What follows belongs to an exercise in optimizing a design on an open flow for small area and a short achievable clock period; a production flow would make more cautious choices. The RTL was checked by simulation tests, not by an equivalence proof against the original design.

// MPCA_top
module MPCA_top (
    input              clk,
    input      [127:0] packets,
    input       [11:0] channel_load,
    input        [8:0] channel_capacity,
    input       [63:0] KEY,
    output reg  [15:0] grant_channel
);
==> flow/config.mk <==
export PLATFORM = sky130hd
export DESIGN_NAME = MPCA_top
export DESIGN_NICKNAME = MPCA_top
export VERILOG_FILES = /design/flow/design.v
export SDC_FILE = /design/flow/constraint.sdc
export NUM_CORES = 4
export LEC_CHECK = 0
export ABC_AREA = 1
export CAP_MARGIN = 20
export CORE_MARGIN = 2
export CORE_UTILIZATION = 40
export SLEW_MARGIN = 20
==> flow/constraint.sdc <==
create_clock -name core_clock -period 55.0 [get_ports {clk}]
set_input_delay 11.0000 -clock core_clock [delete_from_list [all_inputs] [get_ports {clk}]]
set_output_delay 11.0000 -clock core_clock [all_outputs]
set_load 0.01 [all_outputs]
standard.sh (not shown) runs the stock make flow with config.mk's settings and CLKGATE_MAP_FILE= SYNTH_SCRIPT=/design/flow/synth_recipe.tcl, a recipe that flattens the netlist after the stock synthesis.
==> flow/flow/run.sh <==
#!/bin/bash
# The standard layout (standard.sh) with three changes to how it is made:
# - synthesis maps no full/half adder cells (ADDER_MAP_FILE empty), so ABC
#   maps all of the arbiter's logic itself, seeing whole paths; registers,
#   flattening and names are as in the standard synthesis;
# - every input and output port is still buffered, with the smallest buffer
#   (sky130_fd_sc_hd__buf_1) instead of the resizer's pick;
# - the resizer's setup repair aims at a shorter period than the clock's:
#   SETUP_SLACK_MARGIN asks repair_timing for that much positive slack.
# The clock, the SDC and all other settings are left as they are.
set -euo pipefail
export ADDER_MAP_FILE=
export BUFFER_PORTS_ARGS="-buffer_cell sky130_fd_sc_hd__buf_1"
export SETUP_SLACK_MARGIN=32
export TNS_END_PERCENT=5
bash standard.sh > standard_flow.log 2>&1
Edit:
==> flow/flow/run.sh (replaced) <==
#!/bin/bash
# The standard layout (standard.sh) with two changes to how it is made:
# - synthesis maps no full/half adder cells (ADDER_MAP_FILE empty), so ABC
#   maps all of the arbiter's logic itself, seeing whole paths; registers,
#   flattening and names are as in the standard synthesis;
# - every input and output port is still buffered, with the smallest buffer
#   (sky130_fd_sc_hd__buf_1) instead of the resizer's pick.
# The clock, the SDC and all other settings are left as they are.
set -euo pipefail
export ADDER_MAP_FILE=
export BUFFER_PORTS_ARGS="-buffer_cell sky130_fd_sc_hd__buf_1"
bash standard.sh > standard_flow.log 2>&1
What happened: Via count falls by 1.4%. Critical path depth drops by 5. Final area decreases by 6.9%. Worst setup slack gets worse by 3800 ps. Core utilization came out lower by 3.2 points. First-iteration DRC count came out lower by 2.2%.

MPCA_top, a different RTL version from the one above (not shown whole).
Size in the first run: ~8600 cells after synthesis, ~260 flip-flops, roughly 230 I/O pins, roughly 0.047 mm^2 of cells after synthesis.
Settings: LEC_CHECK=0, ABC_AREA=1, CAP_MARGIN=20, CORE_MARGIN=2, CORE_UTILIZATION=50, PLACE_DENSITY=0.68, SLEW_MARGIN=20; clock period 55.0 ns.
==> flow/flow/run.sh <==
#!/bin/bash
# The standard layout (standard.sh) with these changes to how it is made:
# - synthesis maps no full/half adder cells (ADDER_MAP_FILE empty), so ABC
#   maps all of the arbiter's logic itself, seeing whole paths; registers,
#   flattening and names are as in the standard synthesis;
# - every input and output port is still buffered, with the smallest buffer
#   (sky130_fd_sc_hd__buf_1) instead of the resizer's pick;
set -euo pipefail
export ADDER_MAP_FILE=
export BUFFER_PORTS_ARGS="-buffer_cell sky130_fd_sc_hd__buf_1"
export TNS_END_PERCENT=5
SETUP_SLACK_MARGIN=34 bash standard.sh cts > standard_to_cts.log 2>&1
SETUP_SLACK_MARGIN=32.5 bash standard.sh > standard_finish.log 2>&1
The first run finished with timing, DRC and antenna clean.
Rerun with:
--- a/flow/flow/run.sh
+++ b/flow/flow/run.sh
@@ -12,2 +12,2 @@
-SETUP_SLACK_MARGIN=34 bash standard.sh cts > standard_to_cts.log 2>&1
-SETUP_SLACK_MARGIN=32.5 bash standard.sh > standard_finish.log 2>&1
+SETUP_SLACK_MARGIN=31.5 bash standard.sh cts > standard_to_cts.log 2>&1
+SETUP_SLACK_MARGIN=30.5 bash standard.sh > standard_finish.log 2>&1
Outcome: Worst setup slack degrades by 1.1 ns. Register-to-register slack gets worse by 1.1 ns. Non-clock buffer count falls by 74. Routed wire length went down by 1.4%. Area after synthesis is unchanged. Utilization decreases by 2.4 points. Global-route usage is lower by 0.32 points. Final cell count came out lower by 0.73%.
Rerun with:
- CORE_UTILIZATION: 50 -> 56
- PLACE_DENSITY: 0.68 -> 0.74
Now the flow finished but fails on max-capacitance violations, max-slew violations.
Worst setup slack gets better by 0.057 ns.
Global-route usage came out higher by 3.6 points.
Routed wire length shrinks by 4.1%.
Synthesized area does not change.
Register-to-register slack gets better by 0.06 ns.
Die area is lower by 11%.
Non-clock buffer count came out lower by 16.

== job 2406 ==
MPCA_top, a different RTL version from the one above (not shown whole).
Size in the first run: about 8600 cells after synthesis, roughly 260 flip-flops, ~230 I/O pins.
clock: 55.0 ns
lec_check: 0
abc_area: 1
cap_margin: 20
core_margin: 2
core_utilization: 40
slew_margin: 20
==> flow/flow/run.sh <==
#!/bin/bash
# The standard layout (standard.sh) with three changes to how it is made:
# - synthesis maps no full/half adder cells (ADDER_MAP_FILE empty), so ABC
#   maps all of the arbiter's logic itself, seeing whole paths; registers,
#   flattening and names are as in the standard synthesis;
# - every input and output port is still buffered, with the smallest buffer
#   (sky130_fd_sc_hd__buf_1) instead of the resizer's pick;
# - the resizer's setup repair aims at a shorter period than the clock's:
#   SETUP_SLACK_MARGIN asks repair_timing for that much positive slack.
# The clock, the SDC and all other settings are left as they are.
set -euo pipefail
export ADDER_MAP_FILE=
export BUFFER_PORTS_ARGS="-buffer_cell sky130_fd_sc_hd__buf_1"
export SETUP_SLACK_MARGIN=33
export TNS_END_PERCENT=5
bash standard.sh > standard_flow.log 2>&1
Inputs modified between job 2406 and job 822:
--- a/flow/flow/run.sh
+++ b/flow/flow/run.sh
@@ -2 +2 @@
-# The standard layout (standard.sh) with three changes to how it is made:
+# The standard layout (standard.sh) with these changes to how it is made:
@@ -8,3 +7,0 @@
-# - the resizer's setup repair aims at a shorter period than the clock's:
-#   SETUP_SLACK_MARGIN asks repair_timing for that much positive slack.
-# The clock, the SDC and all other settings are left as they are.
@@ -14 +10,0 @@
-export SETUP_SLACK_MARGIN=33
@@ -16 +12,2 @@
-bash standard.sh > standard_flow.log 2>&1
+SETUP_SLACK_MARGIN=31.5 bash standard.sh cts > standard_to_cts.log 2>&1
+SETUP_SLACK_MARGIN=30.5 bash standard.sh > standard_finish.log 2>&1
### Flow results
From job 2406 to job 822, synthesized area did not move at all. Compared with job 2406, in job 822 number of vias in the routed layout fell 1187, met3 wirelength from detailed routing decreased by about 9% relative to the old numbers.
Setup changes, job 822 to job 7298
--- a/flow/flow/run.sh
+++ b/flow/flow/run.sh
@@ -2 +2 @@
-# The standard layout (standard.sh) with these changes to how it is made:
+# The standard layout (standard.sh) with two changes to how it is made:
@@ -7 +7,2 @@
-#   (sky130_fd_sc_hd__buf_1) instead of the resizer's pick;
+#   (sky130_fd_sc_hd__buf_1) instead of the resizer's pick.
+# The clock, the SDC and all other settings are left as they are.
@@ -11,3 +12 @@
-export TNS_END_PERCENT=5
-SETUP_SLACK_MARGIN=31.5 bash standard.sh cts > standard_to_cts.log 2>&1
-SETUP_SLACK_MARGIN=30.5 bash standard.sh > standard_finish.log 2>&1
+bash standard.sh > standard_flow.log 2>&1
## What came out
Fill cell instance count of the final layout went up by a few percent going from job 822 to job 7298.
Final critical-path required period, job 822 and job 7298: smaller value in job 822
Between job 822 and job 7298, worst hold slack decreased.
Of job 822 and job 7298, the run reporting the lower worst relative slew slack was job 7298.
Job 7298: final area 0.0056 mm² below job 822
Slowest stage cell on the critical path: sky130_fd_sc_hd__xor2_1 -> job 7298, sky130_fd_sc_hd__o21ai_0 -> job 822
Re critical path buffer and inverter count: job 822 was higher than job 7298.
Routed wire length down 5200 µm in job 7298 wrt job 822
As far as total congestion overflow is concerned, job 822 and job 7298 perform about the same.
The following lists how job 3603 was set up differently from job 7298:
Settings: changing CORE_UTILIZATION from 40 to 50; setting PLACE_DENSITY to 0.68 for the first time.
--- a/flow/flow/run.sh
+++ b/flow/flow/run.sh
@@ -2 +2 @@
-# The standard layout (standard.sh) with two changes to how it is made:
+# The standard layout (standard.sh) with these changes to how it is made:
@@ -7,2 +7 @@
-#   (sky130_fd_sc_hd__buf_1) instead of the resizer's pick.
-# The clock, the SDC and all other settings are left as they are.
+#   (sky130_fd_sc_hd__buf_1) instead of the resizer's pick;
@@ -12 +11,3 @@
-bash standard.sh > standard_flow.log 2>&1
+export TNS_END_PERCENT=5
+SETUP_SLACK_MARGIN=31.5 bash standard.sh cts > standard_to_cts.log 2>&1
+SETUP_SLACK_MARGIN=30.5 bash standard.sh > standard_finish.log 2>&1
==> comparison <==
Re wire length: job 7298 and job 3603 aren't equal, and the higher value belongs to job 7298. Higher die area among job 7298 and job 3603: job 7298. [compare] base=job 7298 new=job 3603: non-filler instance count after layout down 195.

[re-timing with driven ports]
The results above use ideal ports. As a check the final layouts listed here were re-extracted and re-timed, cells and wires unchanged. Step 1: set_driving_cell puts a clkbuf_16 on clk and a buf_2 on each other input, an assumption about the parent block. Step 2 times the ports against the registers' clock, not the clock port: input delays grow and output delays shrink by t, the midpoint of the rising clock arrivals with the driver on. Three values: no drivers, after step 1, after step 2; two values: the first two.
run | t, ns | setup slack, ns | hold WS [ns] | worst register clock-pin slew, ns | worst slew at a driven data input, ns
the first run of note 1 | 0.768 | 32.553 / 32.553 / 32.553 | 1.241 / 1.241 / 1.241 | 0.08 / 0.08 | 0.15
the second run of note 1 | 0.768 | 28.795 / 28.795 / 28.795 | 1.235 / 1.235 / 1.235 | 0.08 / 0.08 | 0.09
the first run of note 2 | 0.686 | 33.247 / 33.247 / 33.247 | 1.111 / 1.111 / 1.111 | 0.08 / 0.08 | 0.10
the second run of note 2 | 0.691 | 32.180 / 32.180 / 32.180 | 1.127 / 1.127 / 1.127 | 0.08 / 0.08 | 0.09
the third run of note 2 | 0.686 | 32.237 / 32.237 / 32.237 | 1.144 / 1.144 / 1.144 | 0.07 / 0.07 | 0.08
job 2406 | 0.695 | 32.300 / 32.300 / 32.300 | 1.165 / 1.165 / 1.165 | 0.08 / 0.08 | 0.12
job 822 | 0.693 | 31.645 / 31.645 / 31.645 | 1.181 / 1.181 / 1.181 | 0.08 / 0.08 | 0.13
job 7298 | 0.691 | 27.434 / 27.434 / 27.434 | 1.172 / 1.172 / 1.172 | 0.08 / 0.08 | 0.12
job 3603 | 0.712 | 31.381 / 31.381 / 31.381 | 1.256 / 1.256 / 1.256 | 0.08 / 0.08 | 0.11
